From an optimization exercise on the open Yosys and OpenROAD flow, aimed at small area and a short achievable clock period; shortcuts taken in it are not production practice.
RTL that was checked went through simulation tests only; none was proved equivalent to the original.
Power is estimated from default activity; no workload was simulated.

==> inputs of willow <==
## multiply_accumulate
module multiply_accumulate(
  clk,
  aresetn,
  reset,
  data,
  multi,
  result,
  overflow
);
==> flow/config.mk <==
export PLATFORM = sky130hd
export DESIGN_NAME = multiply_accumulate
export DESIGN_NICKNAME = multiply_accumulate
export VERILOG_FILES = /design/flow/design.v
export SDC_FILE = /design/flow/constraint.sdc
export NUM_CORES = 4
export LEC_CHECK = 0
export CAP_MARGIN = 20
export CORE_MARGIN = 2
export CORE_UTILIZATION = 65
export CTS_BUF_LIST = sky130_fd_sc_hd__clkbuf_8
export CTS_CLUSTER_DIAMETER = 60
export CTS_CLUSTER_SIZE = 15
export SETUP_SLACK_MARGIN = 2.0
export SLEW_MARGIN = 20
==> flow/constraint.sdc <==
create_clock -name core_clock -period 4.5 [get_ports {clk}]
set_input_delay 0.9000 -clock core_clock [delete_from_list [all_inputs] [get_ports {clk}]]
set_output_delay 0.9000 -clock core_clock [all_outputs]
set_load 0.01 [all_outputs]
run.sh (not shown) runs the stock make flow with config.mk's settings and CLKGATE_MAP_FILE= SYNTH_SCRIPT=/design/flow/synth_recipe.tcl, a recipe that flattens the netlist after the stock synthesis.
==> xenon: changes against willow <==
==> flow/flow/run.sh (new file) <==
#!/bin/bash
# The standard layout (standard.sh), with these changes to how it is made:
# - synthesis runs flow/synth.tcl: the standard flow's synthesis script, with ABC mapping
#   the logic for delay (flow/abc_delay.script);
# - Yosys does not map full/half adders to the library's fa/ha cells
#   (ADDER_MAP_FILE empty), so ABC maps that logic too;
# - timing repair may resize cells to a different footprint;
# - port buffers are sky130_fd_sc_hd__buf_1, the smallest buffer.
export MY_FLOW_DIR=$PWD/flow
bash standard.sh "SYNTH_SCRIPT=$PWD/flow/synth.tcl" "ADDER_MAP_FILE=" "MATCH_CELL_FOOTPRINT=0" \
  "BUFFER_PORTS_ARGS=-buffer_cell sky130_fd_sc_hd__buf_1" finish > standard.log 2>&1
==> flow/flow/abc_delay.script (new file) <==
&get -n
&st
&dch
&nf -D 1500
&put
buffer -c
topo
stime -c
upsize -c -D 1500
dnsize -c -D 1500
==> flow/flow/synth.tcl (new file) <==
# The standard flow's synthesis script (synth_recipe.tcl, which runs ORFS's synth.tcl) with
# one change: ABC maps the combinational logic with flow/abc_delay.script, a
# delay-driven script, instead of ORFS's abc_speed.script.  Registers are
# mapped before ABC runs and are not changed by it.
proc abc {args} {
  set i [lsearch -exact $args -script]
  if {$i >= 0} {
    set args [lreplace $args [expr {$i + 1}] [expr {$i + 1}] $::env(MY_FLOW_DIR)/abc_delay.script]
  }
  puts "flow/synth.tcl: abc $args"
  yosys abc {*}$args
}
source $::env(MY_FLOW_DIR)/../synth_recipe.tcl
==> flow/standard.sh (new file) <==
#!/bin/bash
# synth_recipe.tcl (not shown) runs the flow's synth.tcl, then flattens the netlist and writes it again
# the make line also repeats each setting of config.mk as NAME=value (left out here)
make -C /OpenROAD-flow-scripts/flow DESIGN_CONFIG=/design/flow/config.mk WORK_HOME=/design/flow/orfs CLKGATE_MAP_FILE= SYNTH_SCRIPT=/design/flow/synth_recipe.tcl "${@:-finish}"
--- a/flow/config.mk
+++ b/flow/config.mk
@@ -13,3 +13,4 @@
 export CTS_CLUSTER_SIZE = 15
-export SETUP_SLACK_MARGIN = 2.0
+export SETUP_SLACK_MARGIN = 2.5
 export SLEW_MARGIN = 20
+export TNS_END_PERCENT = 20
removed: flow/run.sh
==> flow_summary.toml <==
[finish]
final_util = 0.778

[critical_path]
cp.required_ns = 5.03
cpLargestDelayFamily = "XOR/XNOR gates"
cp.arrival_ns = 3.03

[die]
tap_cells = 455

[logic_synthesis]
ys_types = 63
synth-adder-area-share = 0.0324
synth-compound-area-share = 0.110

[global_routing]
grt_util_met1 = 0.299

[timing]
fin_crit_ns = 2.50
slew_headroom = 0.425

[power]
ir_worst_vdd_mv = 0.515

[status]
status = "complete, no violations"
-- figures above: xenon

==> flow_summary.toml <==
[critical_path]
cp.arrival_ns = 3.16
cp.required_ns = 5.01

[timing]
slew_headroom = 0.530
fin_crit_ns = 2.65

[global_routing]
grt_util_met1 = 0.260

[logic_synthesis]
syn_nets = 1999
synth-compound-area-share = 0.110
synth-adder-area-share = 0.127
ys_types = 62

[power]
ir_worst_vdd_mv = 0.504

[finish]
final_util = 0.773

[status]
status = "complete, no violations"
-- figures above: willow



==> job 5511: inputs <==
multiply_accumulate again, from the RTL that the note above started with.
clock: 4.5 ns
lec_check: 0
cap_margin: 20
core_margin: 2
core_utilization: 65
cts_buf_list: sky130_fd_sc_hd__clkbuf_8
cts_cluster_diameter: 60
cts_cluster_size: 15
place_density: 0.75
setup_slack_margin: 2.2
slew_margin: 20
tns_end_percent: 0
standard.sh (not shown) runs the stock make flow with config.mk's settings and CLKGATE_MAP_FILE= SYNTH_SCRIPT=/design/flow/synth_recipe.tcl, a recipe that flattens the netlist after the stock synthesis.
==> flow/flow/run.sh <==
#!/bin/bash
export BUFFER_PORTS_ARGS="-buffer_cell sky130_fd_sc_hd__buf_1"
bash standard.sh > standard.log 2>&1
==> inputs of job 5556, as changes to job 5511 <==
==> flow/run.sh (new file) <==
#!/bin/bash
# synth_recipe.tcl (not shown) runs the flow's synth.tcl, then flattens the netlist and writes it again
# the make line also repeats each setting of config.mk as NAME=value (left out here)
make -C /OpenROAD-flow-scripts/flow DESIGN_CONFIG=/design/flow/config.mk WORK_HOME=/design/flow/orfs CLKGATE_MAP_FILE= SYNTH_SCRIPT=/design/flow/synth_recipe.tcl finish
==> flow/config.mk (replaced) <==
export PLATFORM = sky130hd
export DESIGN_NAME = multiply_accumulate
export DESIGN_NICKNAME = multiply_accumulate
export VERILOG_FILES = /design/flow/design.v
export SDC_FILE = /design/flow/constraint.sdc
export NUM_CORES = 4
export LEC_CHECK = 0
export CAP_MARGIN = 20
export CORE_MARGIN = 2
export CORE_UTILIZATION = 60
export CTS_BUF_LIST = sky130_fd_sc_hd__clkbuf_4 sky130_fd_sc_hd__clkbuf_8
export SETUP_SLACK_MARGIN = 2.0
export SLEW_MARGIN = 20
removed: flow/flow/run.sh
removed: flow/standard.sh
==> notes.md <==
- Sequential cell count is the same in job 5556 and job 5511.
- Of job 5511 and job 5556, job 5556 has the higher via count (gap 5.1%, measured against job 5556).
- Sequential share of layout area: job 5511 is higher than job 5556 (5.4 points).
- Synthesized area is the same in job 5511 and job 5556.


==> run a: inputs <==
multiply_accumulate again, from the RTL that the note above started with.
==> flow/config.mk <==
export PLATFORM = sky130hd
export DESIGN_NAME = multiply_accumulate
export DESIGN_NICKNAME = multiply_accumulate
export VERILOG_FILES = /design/flow/design.v
export SDC_FILE = /design/flow/constraint.sdc
export NUM_CORES = 4
export LEC_CHECK = 0
export CAP_MARGIN = 20
export CORE_MARGIN = 2
export CORE_UTILIZATION = 65
export CTS_BUF_LIST = sky130_fd_sc_hd__clkbuf_8
export CTS_CLUSTER_DIAMETER = 60
export CTS_CLUSTER_SIZE = 15
export SETUP_SLACK_MARGIN = 2.0
export SLEW_MARGIN = 20
export TNS_END_PERCENT = 1
==> flow/constraint.sdc <==
create_clock -name core_clock -period 4.5 [get_ports {clk}]
set_input_delay 0.9000 -clock core_clock [delete_from_list [all_inputs] [get_ports {clk}]]
set_output_delay 0.9000 -clock core_clock [all_outputs]
set_load 0.01 [all_outputs]
run.sh (not shown) runs the stock make flow with config.mk's settings and CLKGATE_MAP_FILE= SYNTH_SCRIPT=/design/flow/synth_recipe.tcl, a recipe that flattens the netlist after the stock synthesis.
Stock flow here: none of the scripts above is used.
==> run b (differences from run a) <==
==> flow/flow/run.sh (new file) <==
#!/bin/bash
export BUFFER_PORTS_ARGS="-buffer_cell sky130_fd_sc_hd__buf_1"
bash standard.sh > standard.log 2>&1
==> flow/standard.sh (new file) <==
#!/bin/bash
# synth_recipe.tcl (not shown) runs the flow's synth.tcl, then flattens the netlist and writes it again
# the make line also repeats each setting of config.mk as NAME=value (left out here)
make -C /OpenROAD-flow-scripts/flow DESIGN_CONFIG=/design/flow/config.mk WORK_HOME=/design/flow/orfs CLKGATE_MAP_FILE= SYNTH_SCRIPT=/design/flow/synth_recipe.tcl "${@:-finish}"
Settings changed: SETUP_SLACK_MARGIN 2.0 to 2.2, TNS_END_PERCENT 1 to 0.
removed: flow/run.sh
==> run c (differences from run a) <==
==> flow/flow/run.sh (new file) <==
#!/bin/bash
export BUFFER_PORTS_ARGS="-buffer_cell sky130_fd_sc_hd__buf_1"
bash standard.sh > standard.log 2>&1
==> flow/standard.sh (new file) <==
#!/bin/bash
# synth_recipe.tcl (not shown) runs the flow's synth.tcl, then flattens the netlist and writes it again
# the make line also repeats each setting of config.mk as NAME=value (left out here)
make -C /OpenROAD-flow-scripts/flow DESIGN_CONFIG=/design/flow/config.mk WORK_HOME=/design/flow/orfs CLKGATE_MAP_FILE= SYNTH_SCRIPT=/design/flow/synth_recipe.tcl "${@:-finish}"
Settings changed: CORE_UTILIZATION 65 to 70, SETUP_SLACK_MARGIN 2.0 to 2.2, TNS_END_PERCENT 1 to 0.
removed: flow/run.sh
==> notes <==
- Run a completed with no timing, DRC or antenna violations. Run b went through all stages and came out clean. Run c completed with no timing, DRC or antenna violations.
- In flip-flop and latch count, run c and run b do not differ.
- The lowest cell area belongs to run b, the highest to run a.
- Total power, highest first: run c, run a, run b.
- Of run c and run a, run c has the higher sequential power (gap about 0.7%, measured against run a).
- Critical path depth is the same in run c and run b.
==> figures <==
Status: run c finished clean; run b finished clean; run a finished clean
Final std cells w/o fill: run c 2268; run b 2313; run a 2319
Number of cells on the critical path: run c 8; run b 8; run a 6
Total number of vias: run c 12800; run b 12600; run a 12700
Arr. time, crit path: run c 3.23 ns; run b 3.21 ns; run a 3.12 ns
Maximum operating frequency: run c 373 MHz; run b 374 MHz; run a 381 MHz
Area of the multi-input gates: run c 0.00874 mm²; run b 0.00868 mm²; run a 0.00871 mm²
Worst hold stages: run c 0; run b -; run a 0
Worst Setup Slack post-DPL: run c 1.37 ns; run b 1.38 ns; run a 1.39 ns
Switching part of the total power: run c 0.372; run b 0.363; run a 0.361
Initial core utilization: run c 0.713; run b 0.657; run a 0.657
Slowest Stage Delay on Critical Path: run c 0.57 ns; run b 0.43 ns; run a 0.60 ns


==> inputs of sierra <==
multiply_accumulate, a different RTL version from the one above (not shown whole).
export LEC_CHECK = 0
export CAP_MARGIN = 20
export CORE_MARGIN = 2
export CORE_UTILIZATION = 40
export SETUP_SLACK_MARGIN = 2.0
export SLEW_MARGIN = 20
create_clock -name core_clock -period 4.5 [get_ports {clk}]
Stock flow here: none of the scripts above is used.
==> inputs of garnet, as changes to sierra <==
Settings changed: SETUP_SLACK_MARGIN 2.0 to default.
==> qor summary <==
| quantity | garnet | sierra |
|---|---|---|
| Result of the run | complete, no violations | complete, no violations |
| Initial DRC count | 957 | 1427 |
| Post-layout instance area | 27100 um2 | 32100 um2 |
| Launching element of the worst setup path | u0.b_r[4]$_DFF_P_ | u0.a_r[9]$_DFF_P_ |
| Worst Hold End | pd[7][13]$_DFF_P_ | pd[5][22]$_DFF_P_ |
| Depth of the most critical reg-to-reg path | 7 | 11 |
| Final #Nets | 2509 | 2726 |
| Proportion of layout cells with a drive suffix above 1 | 0.0766 | 0.290 |
| Worst hold margin | 0.306 ns | 0.307 ns |
| Setup repair after global routing missed its margin | false | true |
| GRT Overall Usage | 0.166 | 0.189 |
| Pre-CTS worst setup slack | 0.716 ns | 1.11 ns |
| Fraction of area in multi-input gates | 0.370 | 0.373 |
| Clk pwr share | 0.246 | 0.225 |
| Worst reg-to-reg setup slack | 0.65 ns | 1.52 ns |
| Net switching share of the total power | 0.324 | 0.330 |
| Final Worst Setup Slack | 0.647 ns | 1.52 ns |
| Utilization of the core after routing | 0.462 | 0.547 |
| Actual slew at the worst max-slew pin | 0.980 ns | 0.945 ns |
| Critical R2R Launch | u0.b_r[4]$_DFF_P_ | u0.a_r[9]$_DFF_P_ |
| Insertion delay of the later-clocked pin in the worst-skew pair | 0.63 ns | 0.62 ns |
| Clock buffer and inverter area fraction after layout | 0.0785 | 0.0729 |
| Crit path depth | 7 | 11 |
| Largest fanout on the critical path | 28 | 5 |
| Sequential Area | 12600 um2 | 12700 um2 |
No functional check of the RTL was part of any run of this note.


==> run D <==
Another version of the RTL of multiply_accumulate (not shown whole).
clock: 4.5 ns
lec_check: 0
cap_margin: 20
core_margin: 2
core_utilization: 60
cts_buf_list: sky130_fd_sc_hd__clkbuf_8
cts_cluster_diameter: 60
cts_cluster_size: 15
setup_slack_margin: 2.5
slew_margin: 20
tns_end_percent: 0
standard.sh (not shown) runs the stock make flow with config.mk's settings and CLKGATE_MAP_FILE= SYNTH_SCRIPT=/design/flow/synth_recipe.tcl, a recipe that flattens the netlist after the stock synthesis.
==> flow/flow/run.sh <==
#!/bin/bash
# The standard layout (standard.sh), with these changes to how it is made:
# - synthesis runs flow/synth.tcl: the standard flow's synthesis script, with ABC mapping
#   the logic for delay (flow/abc_delay.script);
# - Yosys does not map full/half adders to the library's fa/ha cells
#   (ADDER_MAP_FILE empty), so ABC maps that logic too;
# - port buffers are sky130_fd_sc_hd__buf_1, the smallest buffer.
export MY_FLOW_DIR=$PWD/flow
bash standard.sh "SYNTH_SCRIPT=$PWD/flow/synth.tcl" "ADDER_MAP_FILE=" \
  "BUFFER_PORTS_ARGS=-buffer_cell sky130_fd_sc_hd__buf_1" finish > standard.log 2>&1
==> flow/flow/abc_delay.script <==
&get -n
&st
&dch
&nf -D 1500
&put
buffer -c
topo
stime -c
upsize -c -D 1500
dnsize -c -D 1500
==> flow/flow/synth.tcl <==
# The standard flow's synthesis script (synth_recipe.tcl, which runs ORFS's synth.tcl) with
# one change: ABC maps the combinational logic with flow/abc_delay.script, a
# delay-driven script, instead of ORFS's abc_speed.script.  Registers are
# mapped before ABC runs and are not changed by it.
proc abc {args} {
  set i [lsearch -exact $args -script]
  if {$i >= 0} {
    set args [lreplace $args [expr {$i + 1}] [expr {$i + 1}] $::env(MY_FLOW_DIR)/abc_delay.script]
  }
  puts "flow/synth.tcl: abc $args"
  yosys abc {*}$args
}
source $::env(MY_FLOW_DIR)/../synth_recipe.tcl
==> run Z (differences from run D) <==
CORE_UTILIZATION = 50   (was 60)
==> run K (differences from run D) <==
CORE_UTILIZATION = 55   (was 60)
==> run Y (differences from run D) <==
CORE_UTILIZATION = 70   (was 60)
SETUP_SLACK_MARGIN = 2.2   (was 2.5)
==> notes.md <==
* Fmax at 419.5 MHz
* # rows at 76
* NetSw at 6754 µW
* Global Route Usage Sum at 18.36%
* Met2 Usage GRT at 32.82%
* Seq. pwr at 8900 µW
* Most frequent cells in the layout: 493 x dfxtp_1, 277 x xnor2_1, 142 x nand2_1, 133 x nor2_1, 104 x a22oi_1
* Crit share post-route at 52.97%
* Register share of the cell area at 50.79%
* Reg-to-reg startpoint: u0.one_r[4]
* Outcome: finished clean
* Tap Cells at 585
* Final Wtd Congestion at 0.9579
the above is filed under run Z

==> notes.md <==
* Crit share post-route at 55.77%
* Outcome: finished clean
* Reg-to-reg startpoint: u0.t1_11_0
* Final Wtd Congestion at 0.9486
* Most frequent cells in the layout: 495 x dfxtp_1, 270 x xnor2_1, 142 x nand2_1, 128 x nor2_1, 105 x a22oi_1
* Global Route Usage Sum at 26.14%
* Tap Cells at 396
* Seq. pwr at 9100 µW
* # rows at 64
* NetSw at 7348 µW
* Post-Layout Cell Count at 2468
* Final-layout clock-cell area share at 3.392%
* Register share of the cell area at 51.48%
* Fmax at 398.5 MHz
the above is filed under run Y

==> notes.md <==
* Outcome: finished clean
* NetSw at 6505 µW
* Most frequent cells in the layout: 496 x dfxtp_1, 289 x xnor2_1, 142 x nand2_1, 136 x nor2_1, 105 x a22oi_1
* Reg-to-reg startpoint: u0.one_r[5]
* Seq. pwr at 8900 µW
* Crit share post-route at 54.03%
* Final Wtd Congestion at 0.9086
* Global Route Usage Sum at 20.90%
* Met2 Usage GRT at 37.78%
* Tap Cells at 461
* Fmax at 411.3 MHz
* Register share of the cell area at 51.84%
* # rows at 69
the above is filed under run D

==> notes.md <==
* Outcome: finished clean
* Fmax at 420.0 MHz
* Met2 Usage GRT at 35.58%
* NetSw at 6662 µW
* Crit share post-route at 52.91%
* Seq. pwr at 8890 µW
* # rows at 72
* Reg-to-reg startpoint: u0.one_r[4]
* Final Wtd Congestion at 0.9060
* Register share of the cell area at 51.23%
the above is filed under run K

-- re-timing with driven ports --
How much do the figures lean on ideal ports? The routed layouts below were timed once more, with nothing changed but the port constraints. Step 1 sets driving cells, clkbuf_16 on the clock port and buf_2 on the other inputs (assumed; they add their load-dependent delay and slew). Step 2 moves the port delays by t, midway between the first and last clock arrival at a register: inputs arrive t later, outputs are due t later. That takes back most of the time a late clock gives input paths. a / b / c = no drivers / after step 1 / after step 2; a / b = the first two.
| run | t, ns | setup WS [ns] | hold slack, ns | worst data-port slew with drivers (ns) |
|---|---|---|---|---|
| willow | 0.676 | 1.852 / 1.852 / 1.634 | 0.313 / 0.286 / 0.319 | 0.03 |
| xenon | 0.691 | 1.996 / 1.996 / 1.996 | 0.311 / 0.289 / 0.311 | 0.03 |
| job 5511 | 0.667 | 1.852 / 1.852 / 1.852 | 0.309 / 0.309 / 0.309 | 0.03 |
| job 5556 | 0.682 | 1.899 / 1.899 / 1.757 | 0.317 / 0.317 / 0.317 | 0.04 |
| run a | 0.661 | 1.877 / 1.877 / 1.678 | 0.309 / 0.294 / 0.309 | 0.04 |
| run b | 0.686 | 1.825 / 1.825 / 1.825 | 0.248 / 0.221 / 0.310 | 0.03 |
| run c | 0.647 | 1.819 / 1.819 / 1.819 | 0.317 / 0.317 / 0.317 | 0.03 |
| sierra | 0.671 | 1.524 / 1.524 / 1.524 | 0.307 / 0.307 / 0.307 | 0.04 |
| garnet | 0.673 | 0.647 / 0.647 / 0.647 | 0.306 / 0.306 / 0.306 | 0.05 |
| run D | 0.656 | 2.069 / 2.069 / 2.069 | 0.320 / 0.320 / 0.320 | 0.04 |
| run Z | 0.670 | 2.116 / 2.116 / 2.116 | 0.272 / 0.246 / 0.309 | 0.03 |
| run K | 0.662 | 2.119 / 2.119 / 2.119 | 0.292 / 0.266 / 0.323 | 0.04 |
| run Y | 0.645 | 1.990 / 1.990 / 1.990 | 0.316 / 0.316 / 0.316 | 0.03 |
After both steps every run listed still meets setup and hold. The setup slack of willow, which loses most, moves by 0.000 ns with the drivers and by -0.218 ns with both steps.
